This is an optimization exercise on Yosys and OpenROAD, whose aim is a short achievable clock period and few clock cycles, not a production implementation. In this exercise RTL edits were held to simulation tests only and were not proved equivalent to the original. Power figures rest on the tool's default switching activity, not on a simulated workload.

File: flow/run.sh
#!/bin/bash
# synth_recipe.tcl (not shown) runs the flow's synth.tcl, then flattens the netlist and writes it again
# the make line also repeats each setting of config.mk as NAME=value (left out here)
make -C /OpenROAD-flow-scripts/flow DESIGN_CONFIG=/design/flow/config.mk WORK_HOME=/design/flow/orfs CLKGATE_MAP_FILE= SYNTH_SCRIPT=/design/flow/synth_recipe.tcl finish
File: flow/config.mk
export PLATFORM = sky130hd
export DESIGN_NAME = RISCVCore
export DESIGN_NICKNAME = RISCVCore
export VERILOG_FILES = /design/flow/design.v
export SDC_FILE = /design/flow/constraint.sdc
export NUM_CORES = 4
export LEC_CHECK = 0
export CAP_MARGIN = 20
export CORE_MARGIN = 2
export CORE_UTILIZATION = 40
export SLEW_MARGIN = 20
File: flow/constraint.sdc
create_clock -name core_clock -period 10.0 [get_ports {CLK}]
set_input_delay 2.0000 -clock core_clock [delete_from_list [all_inputs] [get_ports {CLK}]]
set_output_delay 2.0000 -clock core_clock [all_outputs]
set_load 0.01 [all_outputs]
File: flow/design.v
module RISCVBasicMMU32(
  input clk,
  input rst,
  output reg [31:0]ram_io_w_data,
  output reg [23:0]ram_io_addr,
  input wire [31:0]ram_io_r_data,
  output reg ram_io_w_we,
  input wire [31:0]addr,
  input wire [1:0]reqSize, 
  input wire [31:0]writeData,
  output reg [31:0]readData,
  input wire rw, 
  output reg [31:0]rdrAddr,
  output reg [31:0]wrrAddr,
  input activate,
  input TA,
  output reg oldTA
);
  reg [31:0]ram_io_w_data_r;
  reg [23:0]ram_io_addr_r;
  reg ram_io_w_we_r;
  reg [31:0]rdrAddr_r;
  reg [31:0]wrrAddr_r;
  reg oldTA_r;
  reg [7:0]Rcounter;
  reg [7:0]newRcounter;
  always @(posedge clk)
    begin
      if (rst)
        begin
          ram_io_w_data_r = 0;
          ram_io_addr_r = 0;
          ram_io_w_we_r = 0;
          rdrAddr_r = 0;
          wrrAddr_r = 0;
          oldTA_r = 0;
          Rcounter = 0;
          newRcounter = 0;
          readData <= 0;
        end
      else if (activate)
        begin
          if (rw == 0)
            begin
              if (Rcounter == 0 && oldTA_r != TA)
                begin
                  newRcounter = Rcounter + 1;
                  ram_io_w_we_r = 0;
                  ram_io_addr_r = addr >> 2; 
                  readData <= 0;
                end
              if (Rcounter == 1)
                begin
                  newRcounter = Rcounter + 1;
                  if (reqSize == 0) 
                    begin
                      if (addr[1:0] == 0)
                        begin
                          readData <= ram_io_r_data[7:0];
                        end
                      if (addr[1:0] == 1)
                        begin
                          readData <= ram_io_r_data[15:8];
                        end
                      if (addr[1:0] == 2)
                        begin
                          readData <= ram_io_r_data[23:16];
                        end
                      if (addr[1:0] == 3)
                        begin
                          readData <= ram_io_r_data[31:24];
                        end
                      rdrAddr_r = addr;
                      oldTA_r = TA;
                      newRcounter = 0;
                    end
                  if (reqSize == 1) 
                    begin
                      if (addr[1:0] == 0)
                        begin
                          readData[15:8] <= ram_io_r_data[7:0];
                          readData[7:0] <= ram_io_r_data[15:8];
                          newRcounter = 0;
                          rdrAddr_r = addr;
                          oldTA_r = TA;
                        end
                      if (addr[1:0] == 1)
                        begin
                          readData[15:8] <= ram_io_r_data[15:8];
                          readData[7:0] <= ram_io_r_data[23:16];
                          newRcounter = 0;
                          rdrAddr_r = addr;
                          oldTA_r = TA;
                        end
                      if (addr[1:0] == 2)
                        begin
                          readData[15:8] <= ram_io_r_data[23:16];
                          readData[7:0] <= ram_io_r_data[31:24];
                          newRcounter = 0;
                          rdrAddr_r = addr;
                          oldTA_r = TA;
                        end
                      if (addr[1:0] == 3)
                        begin
                          readData[15:8] <= ram_io_r_data[31:24];
                        end
                    end
                  if (reqSize == 2) 
                    begin
                      if (addr[1:0] == 0)
                        begin
                          readData[31:24] <= ram_io_r_data[7:0];
                          readData[23:16] <= ram_io_r_data[15:8];
                          readData[15:8] <= ram_io_r_data[23:16];
                          readData[7:0] <= ram_io_r_data[31:24];
                          newRcounter = 0;
                          rdrAddr_r = addr;
                      	  oldTA_r = TA;
                        end
                      if (addr[1:0] == 1)
                        begin
                          readData[31:24] <= ram_io_r_data[15:8];
                          readData[23:16] <= ram_io_r_data[23:16];
                          readData[15:8] <= ram_io_r_data[31:24];
                        end
                      if (addr[1:0] == 2)
                        begin
                          readData[31:24] <= ram_io_r_data[23:16];
                          readData[23:16] <= ram_io_r_data[31:24];
                        end
                      if (addr[1:0] == 3)
                        begin
                          readData[31:24] <= ram_io_r_data[31:24];
                        end
                    end
                  if (newRcounter != 0)
                    begin
                      ram_io_addr_r = (addr >> 2)+1;
                    end
                end
              if (Rcounter == 2)
                begin
                  if (reqSize == 1) 
                    begin
                      if (addr[1:0] == 3)
                        begin
                          readData[7:0] <= ram_io_r_data[7:0];
                        end
                    end
                  if (reqSize == 2) 
                    begin
                      if (addr[1:0] == 1)
                        begin
                          readData[7:0] <= ram_io_r_data[7:0];
                        end
                      if (addr[1:0] == 2)
                        begin
                          readData[15:8] <= ram_io_r_data[7:0];
                          readData[7:0] <= ram_io_r_data[15:8];
                        end
                      if (addr[1:0] == 3)
                        begin
                          readData[23:16] <= ram_io_r_data[7:0];
                          readData[15:8] <= ram_io_r_data[15:8];
                          readData[7:0] <= ram_io_r_data[23:16];
                        end
                    end
                  rdrAddr_r = addr;
                  oldTA_r = TA;
                  newRcounter = 0;
                end
              Rcounter = newRcounter;
            end
          else
            begin
              if (Rcounter == 0 && oldTA_r != TA)
                begin
                  newRcounter = Rcounter + 1;
                  if (reqSize == 2 && addr[1:0] == 0)
                    begin
                      ram_io_addr_r = addr >> 2;
                      ram_io_w_data_r = 0;
                      ram_io_w_data_r[31:24] = writeData[7:0];
                      ram_io_w_data_r[23:16] = writeData[15:8];
                      ram_io_w_data_r[15:8] = writeData[23:16];
                      ram_io_w_data_r[7:0] = writeData[31:24];
                      ram_io_w_we_r = 1;
                      wrrAddr_r = addr;
                      oldTA_r = TA;
                      newRcounter = 0;
                    end
                  else
                    begin
                      ram_io_w_we_r = 0;
                      ram_io_addr_r = addr >> 2;
                    end
                end
              if (Rcounter == 1)
                begin
                  ram_io_w_data_r = ram_io_r_data;
                  newRcounter = Rcounter + 1;
                  if (reqSize == 0)
                    begin
                      if (addr[1:0] == 0)
                        begin
                          ram_io_w_data_r[7:0] = writeData[7:0];
                        end
                      if (addr[1:0] == 1)
                        begin
                          ram_io_w_data_r[15:8] = writeData[7:0];
                        end
                      if (addr[1:0] == 2)
                        begin
                          ram_io_w_data_r[23:16] = writeData[7:0];
                        end
                      if (addr[1:0] == 3)
                        begin
                          ram_io_w_data_r[31:24] = writeData[7:0];
                        end
                      wrrAddr_r = addr;
                      oldTA_r = TA;
                      newRcounter = 0;
                      ram_io_addr_r = addr >> 2;
                  	  ram_io_w_we_r = 1;
                    end
                  if (reqSize == 1)
                    begin
                      if (addr[1:0] == 0)
                        begin
                          ram_io_w_data_r[7:0] = writeData[15:8];
                          ram_io_w_data_r[15:8] = writeData[7:0];
                          wrrAddr_r = addr;
                          oldTA_r = TA;
                          newRcounter = 0;
                          ram_io_addr_r = addr >> 2;
                  		  ram_io_w_we_r = 1;
                        end
                      if (addr[1:0] == 1)
                        begin
                          ram_io_w_data_r[15:8] = writeData[15:8];
                          ram_io_w_data_r[23:16] = writeData[7:0];
                          wrrAddr_r = addr;
                          oldTA_r = TA;
                          newRcounter = 0;
                          ram_io_addr_r = addr >> 2;
                  		  ram_io_w_we_r = 1;
                        end
                      if (addr[1:0] == 2)
                        begin
                          ram_io_w_data_r[23:16] = writeData[15:8];
                          ram_io_w_data_r[31:24] = writeData[7:0];
                          wrrAddr_r = addr;
                          oldTA_r = TA;
                          newRcounter = 0;
                          ram_io_addr_r = addr >> 2;
                  		  ram_io_w_we_r = 1;
                        end
                      if (addr[1:0] == 3)
                        begin
                          ram_io_w_data_r[31:24] = writeData[15:8];
                          ram_io_addr_r = addr >> 2;
                  		  ram_io_w_we_r = 1;
                        end
                    end
                  if (reqSize == 2)
                    begin
                      if (addr[1:0] == 1)
                        begin
                          ram_io_w_data_r[15:8] = writeData[31:24];
                          ram_io_w_data_r[23:16] = writeData[23:16];
                          ram_io_w_data_r[31:24] = writeData[15:8];
                          ram_io_addr_r = addr >> 2;
                  		  ram_io_w_we_r = 1;
                        end
                      if (addr[1:0] == 2)
                        begin
                          ram_io_w_data_r[23:16] = writeData[31:24];
                          ram_io_w_data_r[31:24] = writeData[23:16];
                          ram_io_addr_r = addr >> 2;
                  		  ram_io_w_we_r = 1;
                        end
                      if (addr[1:0] == 3)
                        begin
                          ram_io_w_data_r[31:24] = writeData[31:24];
                          ram_io_addr_r = addr >> 2;
                  		  ram_io_w_we_r = 1;
                        end
                    end
                end
              if (Rcounter == 2)
                begin
                  newRcounter = Rcounter + 1;
                  ram_io_w_we_r = 0;
                  ram_io_addr_r = (addr >> 2) + 1;
                end
              if (Rcounter == 3)
                begin
                  newRcounter = 0;
                  ram_io_w_data_r = ram_io_r_data;
                  if (reqSize == 1)
                    begin
                      if (addr[1:0] == 3)
                        begin
                          ram_io_w_data_r[7:0] = writeData[7:0];
                        end
                    end
                  if (reqSize == 2)
                    begin
                      if (addr[1:0] == 1)
                        begin
                          ram_io_w_data_r[7:0] = writeData[7:0];
                        end
                      if (addr[1:0] == 2)
                        begin
                          ram_io_w_data_r[7:0] = writeData[15:8];
                          ram_io_w_data_r[15:8] = writeData[7:0];
                        end
                      if (addr[1:0] == 3)
                        begin
                          ram_io_w_data_r[7:0] = writeData[23:16];
                          ram_io_w_data_r[15:8] = writeData[15:8];
                          ram_io_w_data_r[23:16] = writeData[7:0];
                        end
                    end
                  ram_io_addr_r = (addr >> 2)+1;
                  ram_io_w_we_r = 1;
                  wrrAddr_r = addr;
                  oldTA_r = TA;
                  newRcounter = 0;
                end
              Rcounter = newRcounter;
            end
        end
      else
        begin
          Rcounter = 0;
        end
      ram_io_w_data <= ram_io_w_data_r;
      ram_io_addr <= ram_io_addr_r;
      ram_io_w_we <= ram_io_w_we_r;
      rdrAddr <= rdrAddr_r;
      wrrAddr <= wrrAddr_r;
      oldTA <= oldTA_r;
    end
endmodule
module RISCVCore(
  input CLK,
  input rst, 
  output wire [23:0]mem_addr, 
  output wire [31:0]mem_wdata,
  output wire mem_we,
  input wire [31:0]mem_rdata, 
  output reg ebreak 
);
  reg [31:0]registers[0:31];
  reg [31:0]counter;
  reg [31:0]newCounter;
  reg [31:0]PC;
  reg [31:0]newPC;
  reg [31:0]instr;
  reg [6:0]op;
  reg [2:0]funct3;
  reg [6:0]funct7;
  reg [4:0]rd;
  reg [4:0]rs1;
  reg [4:0]rs2;
  reg [11:0]ItypeIMM;
  reg [20:0]JtypeIMM;
  reg [11:0]StypeIMM;
  reg [31:0]UtypeIMM;
  reg [12:0]BtypeIMMBranch;
  reg [31:0]ItypeIMMSignExtended;
  reg [31:0]JtypeIMMSignExtended;
  reg [31:0]StypeIMMSignExtended;
  reg [31:0]BtypeIMMBranchSignExtended;
  reg [31:0]rdReg;
  reg [31:0]rs1Reg;
  reg [31:0]rs2Reg;
  reg validInstr;
  reg EBREAKcalled;
  reg doneExecutingInstr;
  wire [31:0]ram_io_w_data;
  wire [23:0]ram_io_addr;
  wire [31:0]ram_io_r_data;
  wire ram_io_w_we;
  assign mem_addr = ram_io_addr;
  assign mem_wdata = ram_io_w_data;
  assign mem_we = ram_io_w_we;
  assign ram_io_r_data = mem_rdata;
  reg [31:0]addr;
  reg [1:0]reqSize; 
  reg [31:0]writeData;
  reg rw; 
  reg activate;
  reg TA;
  reg [31:0]addr_q;
  reg [1:0]reqSize_q;
  reg [31:0]writeData_q;
  reg rw_q;
  reg activate_q;
  reg TA_q;
  wire [31:0]readData;
  wire [31:0]rdrAddr;
  wire [31:0]wrrAddr;
  wire oldTA;
  RISCVBasicMMU32 rvmmu(
    CLK,
    rst,
    ram_io_w_data,
    ram_io_addr,
    ram_io_r_data,
    ram_io_w_we,
    addr_q,
    reqSize_q,
    writeData_q,
    readData,
    rw_q,
    rdrAddr,
    wrrAddr,
    activate_q,
    TA_q,
    oldTA
  );
  always @(posedge CLK)
    begin
      if (rst)
        begin
          counter = 0;
          newCounter = 0;
          PC = 0;
          newPC = 0;
          instr = 0;
          op <= 0;
          funct3 <= 0;
          funct7 <= 0;
          rd = 0;
          rs1 = 0;
          rs2 = 0;
          ItypeIMM = 0;
          JtypeIMM = 0;
          StypeIMM = 0;
          UtypeIMM = 0;
          BtypeIMMBranch = 0;
          ItypeIMMSignExtended = 0;
          JtypeIMMSignExtended = 0;
          StypeIMMSignExtended = 0;
          BtypeIMMBranchSignExtended = 0;
          rdReg = 0;
          rs1Reg = 0;
          rs2Reg = 0;
          validInstr = 0;
          EBREAKcalled = 0;
          doneExecutingInstr = 0;
          addr = 0;
          reqSize = 0;
          writeData = 0;
          rw = 0;
          activate = 0;
          TA = 0;
        end
      else
        begin
      if (counter == 0 && oldTA == TA) 
        begin
          addr = PC;
          reqSize = 2;
          rw = 0;
          activate = 1;
          TA = ~oldTA;
          newCounter = counter + 1;
        end
      if (counter == 1 && oldTA == TA)
        begin
          instr = {readData[7:0], readData[15:8], readData[23:16], readData[31:24]};
          op <= instr[6:0];
          funct3 <= instr[14:12];
          funct7 <= instr[31:25];
          rd = instr[11:7];
          rs1 = instr[19:15];
          rs2 = instr[24:20];
          ItypeIMM = instr[31:20];
          JtypeIMM = {instr[31], instr[19:12], instr[20], instr[30:21], 1'b0};
          StypeIMM = {instr[31:25], instr[11:7]};
          UtypeIMM[31:12] = instr[31:12]; 
          UtypeIMM[11:0] = 0;
          BtypeIMMBranch = {instr[31], instr[7], instr[30:25], instr[11:8], 1'b0};
          ItypeIMMSignExtended = {{20{ItypeIMM[11]}}, ItypeIMM};
          JtypeIMMSignExtended = {{11{JtypeIMM[20]}}, JtypeIMM};
          StypeIMMSignExtended = {{20{StypeIMM[11]}}, StypeIMM};
          BtypeIMMBranchSignExtended = {{20{BtypeIMMBranch[12]}}, BtypeIMMBranch};
          ;
;
          rdReg = (rd == 0) ? 32'd0 : registers[rd];
          rs1Reg = (rs1 == 0) ? 32'd0 : registers[rs1];
          rs2Reg = (rs2 == 0) ? 32'd0 : registers[rs2];
          newCounter = 2;
        end
      if (counter == 2)
        begin
          newPC = PC + 4;
          validInstr = 0;
          newCounter = 3;
          ;
          if (op == 7'b0010011) 
            begin
              if (funct3 == 3'b000) 
                begin
                  ;
                  rdReg = rs1Reg+ItypeIMMSignExtended;
                  validInstr = 1;
                end
              else if (funct3 == 3'b010) 
                begin
                  ;
                  rdReg = ($signed(rs1Reg) < $signed(ItypeIMMSignExtended));
                  validInstr = 1;
                end
              else if (funct3 == 3'b011) 
                begin
                  ;
                  rdReg = (rs1Reg<ItypeIMMSignExtended);
                  validInstr = 1;
                end
              else if (funct3 == 3'b100) 
                begin
                  ;
                  rdReg = (rs1Reg ^ ItypeIMMSignExtended);
                  validInstr = 1;
                end
              else if (funct3 == 3'b110) 
                begin
                  ;
                  rdReg = (rs1Reg | ItypeIMMSignExtended);
                  validInstr = 1;
                end
              else if (funct3 == 3'b111) 
                begin
                  ;
                  rdReg = (rs1Reg & ItypeIMMSignExtended);
                  validInstr = 1;
                end
              else if (funct3 == 3'b001) 
                begin
                  if (funct7 == 7'b0000000)
                    begin
                      ;
                      rdReg = (rs1Reg << ItypeIMMSignExtended[4:0]);
                      validInstr = 1;
                    end
                end
              else if (funct3 == 3'b101)
                begin
                  if (funct7 == 7'b0000000) 
                    begin
                      ;
                      rdReg = (rs1Reg >> ItypeIMMSignExtended[4:0]);
                      validInstr = 1;
                    end
                  else if (funct7 == 7'b0100000) 
                    begin
                      ;
                      rdReg = ($signed(rs1Reg) >>> ItypeIMMSignExtended[4:0]);
                      validInstr = 1;
                    end
                end
            end
          if (op == 7'b0110011) 
            begin
              if (funct3 == 3'b000)
                begin
                  if (funct7 == 7'b0000000) 
                	begin
                      ;
                      rdReg = rs1Reg+rs2Reg;
                      validInstr = 1;
                    end
                  else if (funct7 == 7'b0100000) 
                	begin
                      ;
                      rdReg = rs1Reg-rs2Reg;
                      validInstr = 1;
                    end
                end
              else if (funct3 == 3'b010)
                begin
                  if (funct7 == 7'b0000000) 
                	begin
                      ;
                      rdReg = ($signed(rs1Reg) < $signed(rs2Reg));
                      validInstr = 1;
                    end
                end
              else if (funct3 == 3'b011)
                begin
                  if (funct7 == 7'b0000000) 
                	begin
                      ;
                      rdReg = (rs1Reg < rs2Reg);
                      validInstr = 1;
                    end
                end
              else if (funct3 == 3'b001)
                begin
                  if (funct7 == 7'b0000000) 
                	begin
                      ;
                      rdReg = (rs1Reg << rs2Reg[4:0]);
                      validInstr = 1;
                    end
                end
              else if (funct3 == 3'b101)
                begin
                  if (funct7 == 7'b0000000) 
                	begin
                      ;
                      rdReg = (rs1Reg >> rs2Reg[4:0]);
                      validInstr = 1;
                    end
                  if (funct7 == 7'b0100000) 
                	begin
                      ;
                      rdReg = ($signed(rs1Reg) >>> rs2Reg[4:0]);
                      validInstr = 1;
                    end
                end
              else if (funct3 == 3'b100)
                begin
                  if (funct7 == 7'b0000000) 
                	begin
                      ;
                      rdReg = (rs1Reg ^ rs2Reg);
                      validInstr = 1;
                    end
                end
              else if (funct3 == 3'b110)
                begin
                  if (funct7 == 7'b0000000) 
                	begin
                      ;
                      rdReg = (rs1Reg | rs2Reg);
                      validInstr = 1;
                    end
                end
              else if (funct3 == 3'b111)
                begin
                  if (funct7 == 7'b0000000) 
                	begin
                      ;
                      rdReg = (rs1Reg & rs2Reg);
                      validInstr = 1;
                    end
                end
            end
          if (op == 7'b1100011) 
            begin
              if (funct3 == 3'b000) 
                begin
                  ;
                  if (rs1Reg == rs2Reg)
                    begin
                      newPC = PC + BtypeIMMBranchSignExtended;
                    end
                  validInstr = 1;
                end
              else if (funct3 == 3'b001) 
                begin
                  ;
                  if (rs1Reg != rs2Reg)
                    begin
                      newPC = PC + BtypeIMMBranchSignExtended;
                    end
                  validInstr = 1;
                end
              else if (funct3 == 3'b100) 
                begin
                  ;
                  if ($signed(rs1Reg) < $signed(rs2Reg))
                    begin
                      newPC = PC + BtypeIMMBranchSignExtended;
                    end
                  validInstr = 1;
                end
              else if (funct3 == 3'b101) 
                begin
                  ;
                  if ($signed(rs1Reg) >= $signed(rs2Reg))
                    begin
                      newPC = PC + BtypeIMMBranchSignExtended;
                    end
                  validInstr = 1;
                end
              else if (funct3 == 3'b110) 
                begin
                  ;
                  if (rs1Reg < rs2Reg)
                    begin
                      newPC = PC + BtypeIMMBranchSignExtended;
                    end
                  validInstr = 1;
                end
              else if (funct3 == 3'b111) 
                begin
                  ;
                  if (rs1Reg >= rs2Reg)
                    begin
                      newPC = PC + BtypeIMMBranchSignExtended;
                    end
                  validInstr = 1;
                end
            end
          else if (op == 7'b1101111) 
            begin
              ;
              rdReg = PC + 4;
              newPC = PC + JtypeIMMSignExtended;
              validInstr = 1;
            end
          else if (op == 7'b1100111) 
            begin
              if (funct3 == 3'b000)
                begin
                  ;
                  rdReg = PC + 4;
                  newPC = (rs1Reg + ItypeIMMSignExtended); 
                  validInstr = 1;
                end
            end
          else if (op == 7'b0100011) 
            begin
              if (funct3 == 3'b010) 
                begin
                  ;
                  addr = StypeIMMSignExtended+rs1Reg;
                  reqSize = 2;
                  rw = 1;
                  writeData = {rs2Reg[7:0], rs2Reg[15:8], rs2Reg[23:16], rs2Reg[31:24]};
                  activate = 1;
                  TA = ~oldTA;
                  validInstr = 1;
                end
              else if (funct3 == 3'b001) 
                begin
                  ;
                  addr = StypeIMMSignExtended+rs1Reg;
                  reqSize = 1;
                  rw = 1;
                  writeData = {rs2Reg[7:0], rs2Reg[15:8]};
                  activate = 1;
                  TA = ~oldTA;
                  validInstr = 1;
                end
              else if (funct3 == 3'b000) 
                begin
                  ;
                  addr = StypeIMMSignExtended+rs1Reg;
                  reqSize = 0;
                  rw = 1;
                  writeData = rs2Reg[7:0];
                  activate = 1;
                  TA = ~oldTA;
                  validInstr = 1;
                end
            end
          else if (op == 7'b0000011) 
            begin
              if (funct3 == 3'b010) 
                begin
                  ;
                  addr = ItypeIMMSignExtended+rs1Reg;
                  reqSize = 2;
                  rw = 0;
                  activate = 1;
                  TA = ~oldTA;
                  newCounter = 4;
                  validInstr = 1;
                end
              else if (funct3 == 3'b001) 
                begin
                  ;
                  addr = ItypeIMMSignExtended+rs1Reg;
                  reqSize = 1;
                  rw = 0;
                  activate = 1;
                  TA = ~oldTA;
                  newCounter = 4;
                  validInstr = 1;
                end
              else if (funct3 == 3'b000) 
                begin
                  ;
                  addr = ItypeIMMSignExtended+rs1Reg;
                  reqSize = 0;
                  rw = 0;
                  activate = 1;
                  TA = ~oldTA;
                  newCounter = 4;
                  validInstr = 1;
                end
              else if (funct3 == 3'b101) 
                begin
                  ;
                  addr = ItypeIMMSignExtended+rs1Reg;
                  reqSize = 1;
                  rw = 0;
                  activate = 1;
                  TA = ~oldTA;
                  newCounter = 4;
                  validInstr = 1;
                end
              else if (funct3 == 3'b100) 
                begin
                  ;
                  addr = ItypeIMMSignExtended+rs1Reg;
                  reqSize = 0;
                  rw = 0;
                  activate = 1;
                  TA = ~oldTA;
                  newCounter = 4;
                  validInstr = 1;
                end
            end
          else if (op == 7'b0110111) 
            begin
              ;
              rdReg[31:12] = UtypeIMM[31:12];
              rdReg[11:0] = 0;
              validInstr = 1;
            end
          else if (op == 7'b0010111) 
            begin
              ;
              rdReg = PC + UtypeIMM;
              validInstr = 1;
            end
          else if (instr == 32'b00000000000100000000000001110011) 
            begin
              ;
              EBREAKcalled = 1;
              validInstr = 1;
            end
          else if (instr == 32'b00000000000000000000000001110011) 
            begin
              ;
              validInstr = 1;
            end
          else if (op == 7'b0001111)
            begin
              if (funct3 == 3'b000) 
                begin
                  ;
                  validInstr = 1;
                end
              else if (funct3 == 3'b001) 
                begin
                  ;
                  validInstr = 1;
                end
            end
          if (!validInstr) 
            begin
              ;
            end
        end
      if (counter == 3)
        begin
          registers[rd] = rdReg;
          ;
          registers[0] = 0;
          doneExecutingInstr = ~doneExecutingInstr;
          newCounter = 0;
        end
      if (counter == 4 && oldTA == TA)
        begin
          newCounter = 0;
          if (op == 7'b0000011) 
            begin
              if (funct3 == 3'b010) 
                begin
                  rdReg = {readData[7:0], readData[15:8], readData[23:16], readData[31:24]};
                end
              else if (funct3 == 3'b001) 
                begin
                  rdReg = {{16{readData[7]}}, 
                           readData[7:0], 
                           readData[15:8]};
                end
              else if (funct3 == 3'b000) 
                begin
                  rdReg = {{24{readData[7]}}, 
                          readData[7:0]};
                end
              else if (funct3 == 3'b101) 
                begin
                  rdReg = {readData[7:0], readData[15:8]};
                end
              else if (funct3 == 3'b100) 
                begin
                  rdReg = readData[7:0];
                end
              else
                begin
                  ;
                end
            end
          else
            begin
              ;
            end
          registers[rd] = rdReg;
          ;
          doneExecutingInstr = ~doneExecutingInstr;
      end
      counter = newCounter;
      PC = newPC;
        end
      addr_q <= addr;
      reqSize_q <= reqSize;
      writeData_q <= writeData;
      rw_q <= rw;
      activate_q <= activate;
      TA_q <= TA;
      ebreak <= EBREAKcalled;
    end
endmodule
==> flow_metrics.py <==
metrics = {
    "status": {
        "outcome": "finished clean",
    },
    "min_path": {
        "min_path_type": "reg -> reg",
        "hp-start": "rvmmu.newRcounter[4]$_SDFFE_PP0P_",
        "hold_end": "rvmmu.newRcounter[4]$_SDFFE_PP0P_",
        "hold_depth": 1,
    },
    "power_and_ir_drop": {
        "ir_drop_uv": 208.9,
        "leakagePower_nw": 43.45,
        "cellPowerDensity_mw_per_mm2": 165.7,
        "total_power_mw": 20.80,
    },
    "routing": {
        "wl_per_cell_um": 41.88,
        "drc_errors": 0,
        "drt_pass1_iterations": 9,
        "drtIter0Drc": 18827,
        "vias": 106776,
        "final_antenna_net_count": 0,
        "wl_um": 619900,
        "via_per_inst": 7.214,
    },
    "critical_path": {
        "end_kind": "flip-flop",
        "slowest_delay_ns": 1.01,
        "cp-start-kind": "flip-flop",
        "rr_worst_depth": 26,
        "critPathKind": "reg -> reg",
        "arrival_ns": 10.41,
        "worst-path-buf-inv": 4,
        "crit_required_ns": 10.84,
        "reg2reg_setup_slack_ns": 0.43,
        "timing.rr.end": "registers[0][26]$_SDFFE_PP0P_",
        "cp_slowest_cell": "a311o_1",
        "worst-path-max-fanout": 32,
        "cp_top_family": "compound AO/OA/AOI/OAI gates",
    },
    "synthesis": {
        "synth_seq_cells": 1577,
        "synth_area_leaders": "edfxtp_1 (27%), mux4_2 (18%), dfxtp_1 (10%)",
        "syn_nets": 11280,
        "synth_top_cell_by_area": "edfxtp_1",
        "async_flop_share_pct": 0,
        "synth_area_mm2": 0.1119,
        "yosys.cell_types.count": 125,
        "yosysMostFrequentCell": "nand2_1",
        "synth_top_cell_area_share_pct": 26.62,
        "synth_edf_count": 992,
        "syn-mean-instance-area_um2": 10.25,
        "synthFlopType": "edfxtp_1",
        "synth_commonest_cells": "nand2_1 (1029), nor2_1 (1015), edfxtp_1 (992), mux4_2 (883), a21oi_1 (874)",
        "synth-warning-count": 2,
        "yosysSeqAreaShare_pct": 37.08,
        "syn-instance-count": 10920,
    },
    "sta": {
        "final-setup-viol-count": 0,
        "holdWs_ns": 0.4473,
        "finalCriticalPeriod_ns": 9.568,
        "setup_ws_ns": 0.4316,
        "fin_skew_ns": 0.1099,
        "tightest_slew_ns": 1.383,
        "fin_crit_sh_pct": 95.68,
        "drv_slew": 0,
        "fin_tns_setup_ns": 0,
        "rsz0062_at_grt": "false",
        "hold_viol": 0,
        "slew_headroom_pct": 7.192,
        "fmax_mhz": 104.5,
    },
    "cells_and_area": {
        "final_nets": 11240,
        "fin_util_pct": 45.01,
        "fill_cells": 25888,
        "synthToLayoutAreaGrowth_pct": 12.17,
        "final_area_mm2": 0.1255,
        "ff_latch_area_mm2": 0.04157,
        "final_cells": 14801,
        "multi_input_area_mm2": 0.06624,
        "drive_above_1_share_pct": 19.54,
    },
    "die": {
        "fp-row-count": 194,
        "die_h_um": 533.0,
        "io_pins": 92,
        "die_x_um": 533.0,
        "coreArea_mm2": 0.2789,
        "initial_utilization_pct": 40.13,
        "die_area_mm2": 0.2840,
    },
    "clock_tree": {
        "cts-htree-levels": 4,
        "cts_tree": "done",
        "cts_setup_buffers": 0,
        "root_buffer": "clkbuf_16",
        "cts-buffers-inserted": 183,
        "postCtsHoldBufs": 0,
        "clk_latency_ns": 0.97,
        "cts_resized": 0,
        "cts.path.max_buffers": 4,
        "clkSinkCount": 1577,
        "clkTransAtPathRegs_ns": 0.07,
    },
    "global_routing": {
        "antenna_found_initial": 57,
        "overflow": 0,
        "track_usage_pct": 42.21,
        "grt_max_degree": 151,
        "grt_pass1_vias": 99210,
        "grt_pass1_wl_um": 837900,
    },
    "run": {
        "max_cap_violations": 0,
    },
    "placement": {
        "dp_worst_setup_slack_ns": 0.9547,
        "dp.cells": 14415,
        "portBuffers": 91,
        "hpwl_um": 450200,
        "post_dp_cell_area_mm2": 0.1193,
        "gp_congestion": 1.126,
    },
}
==> layer usage <==
metal | part of all wire, % | wire [µm] | vias to the layer above | global-route usage [%]
met5 | 0.033 | 207 | - | 0.04997
met3 | 13 | 78690 | 2224 | 13.50
met1 | 36 | 220800 | 53305 | 52.01
li1 | - | - | 42405 | -
met2 | 42 | 260400 | 8814 | 61.19
met4 | 9.7 | 59820 | 28 | 32.82
==> how the worst max path moves through the flow <==
stage | startpoint | endpoint | slack (ns) | depth (start not counted)
CTS | flip-flop | registers[0][26]$_SDFFE_PP0P_ | 0.89 | 26
global placement | flip-flop | registers[0][26]$_SDFFE_PP0P_ | 0.92 | 26
global route | flip-flop | registers[0][26]$_SDFFE_PP0P_ | 0.35 | 26
detailed placement | flip-flop | registers[0][26]$_SDFFE_PP0P_ | 0.95 | 26
floorplan | flip-flop | registers[10][0]$_DFFE_PP_ | 1.60 | 27
finish | flip-flop | registers[0][26]$_SDFFE_PP0P_ | 0.43 | 26
==> power breakdown <==
| part | switching, mW | total, mW | internal [mW] | leakage [nW] |
|---|---|---|---|---|
| logic | 4.25 | 6.08 | 1.83 | 26.2 |
| registers | 0.304 | 7.75 | 7.45 | 14.3 |
| clock network | 3.01 | 6.97 | 3.95 | 2.94 |
| total | 7.57 | 20.8 | 13.2 | 43.5 |
==> placed cells by master (no fill, tap or decap), types with 155 or more instances in the layout <==
master     synthesis  routed
a211oi_1         178     174
a21oi_1          874     863
buf_4             41     582
clkbuf_16          0     186
dfxtp_1          585     562
edfxtp_1         992     992
ha_1             319     319
inv_1            238     230
mux2i_1          372     371
mux4_2           883     883
nand2_1         1029    1019
nand3_1          221     220
nor2_1          1015     953
nor3_1           209     199
o211ai_1         206     206
o21ai_0          626     587
o22ai_1          156     155
==> worst reg2reg max path: stages (launching register included) <==
cell	delay, ns
dfxtp_4	0.52
buf_12	0.25
buf_4	0.45
mux4_2	0.59
mux4_2	0.53
nand2_1	0.30
a311o_1	1.01
nand2_1	0.18
buf_4	0.24
ha_1	0.50
nand3_1	0.19
nor2_1	0.23
nand4_1	0.15
or4_1	0.53
o211ai_1	0.15
o21ai_0	0.25
xnor2_1	0.38
nor2_1	0.53
o31ai_1	0.13
a221oi_1	0.71
o311ai_1	0.24
o21ai_1	0.13
a221o_2	0.32
nand2_1	0.12
a21oi_2	0.28
buf_4	0.39
o21a_1	0.18
==> area by class of cell <==
class	instances	area share, %
tap	3724	3.712
antenna	46	0.09169
multi-input combinational	8160	52.77
clock buffer	234	3.987
clock inverter	102	0.8621
sequential	1577	33.11
timing repair buffer	707	4.717
inverter	251	0.7505
==> flip-flops by register name (all words and copies together) (netlist names), 8 cells and up, named ones only <==
name,cells
addr_q,26
rvmmu.newRcounter,8
writeData_q,32
rvmmu.readData,32
instr,32
rvmmu.ram_io_addr,24
StypeIMMSignExtended,26
newPC,32
rvmmu.ram_io_w_data,32
ItypeIMMSignExtended,32
UtypeIMM,32
rvmmu.Rcounter,8
newCounter,32
BtypeIMMBranchSignExtended,32
registers,1024
JtypeIMMSignExtended,32
rdReg,32
rs1Reg,32
rs2Reg,32
==> kinds of logic after synthesis <==
logic type	after synthesis	synth area share, %
buffers and inverters	1183	4.479
AOI/OAI and AO/OA	3245	19.06
DFF	1577	37.08
xor gates and xnor gates	178	1.393
and+or+nand+nor	3063	12.23
adders and majority gates	326	3.692
muxes	1348	22.07
Testbench counts, summed over its fixed seeds: cycles 480,746.

-- re-timing with driven ports --
In the flow no input, the clock included, has a driving cell. The finished layout below was timed again as built, in two steps.
Step 1, drivers: a clkbuf_16 drives CLK and a buf_2 each remaining input, both assumed.
Step 2 moves the port delays by t, midway between the first and last clock arrival at a register: inputs arrive t later, outputs are due t later. That takes back most of the time a late clock gives input paths.
a / b / c = ideal ports / drivers / drivers and shift; a / b = the first two.
shift t [ns]: 1.026
setup slack, ns: 0.432 / 0.432 / 0.432
worst setup path at the end: register to register
After both steps setup and hold are still met in this run. The setup slack of this run moves by 0.000 ns with the drivers and by 0.000 ns with both steps.
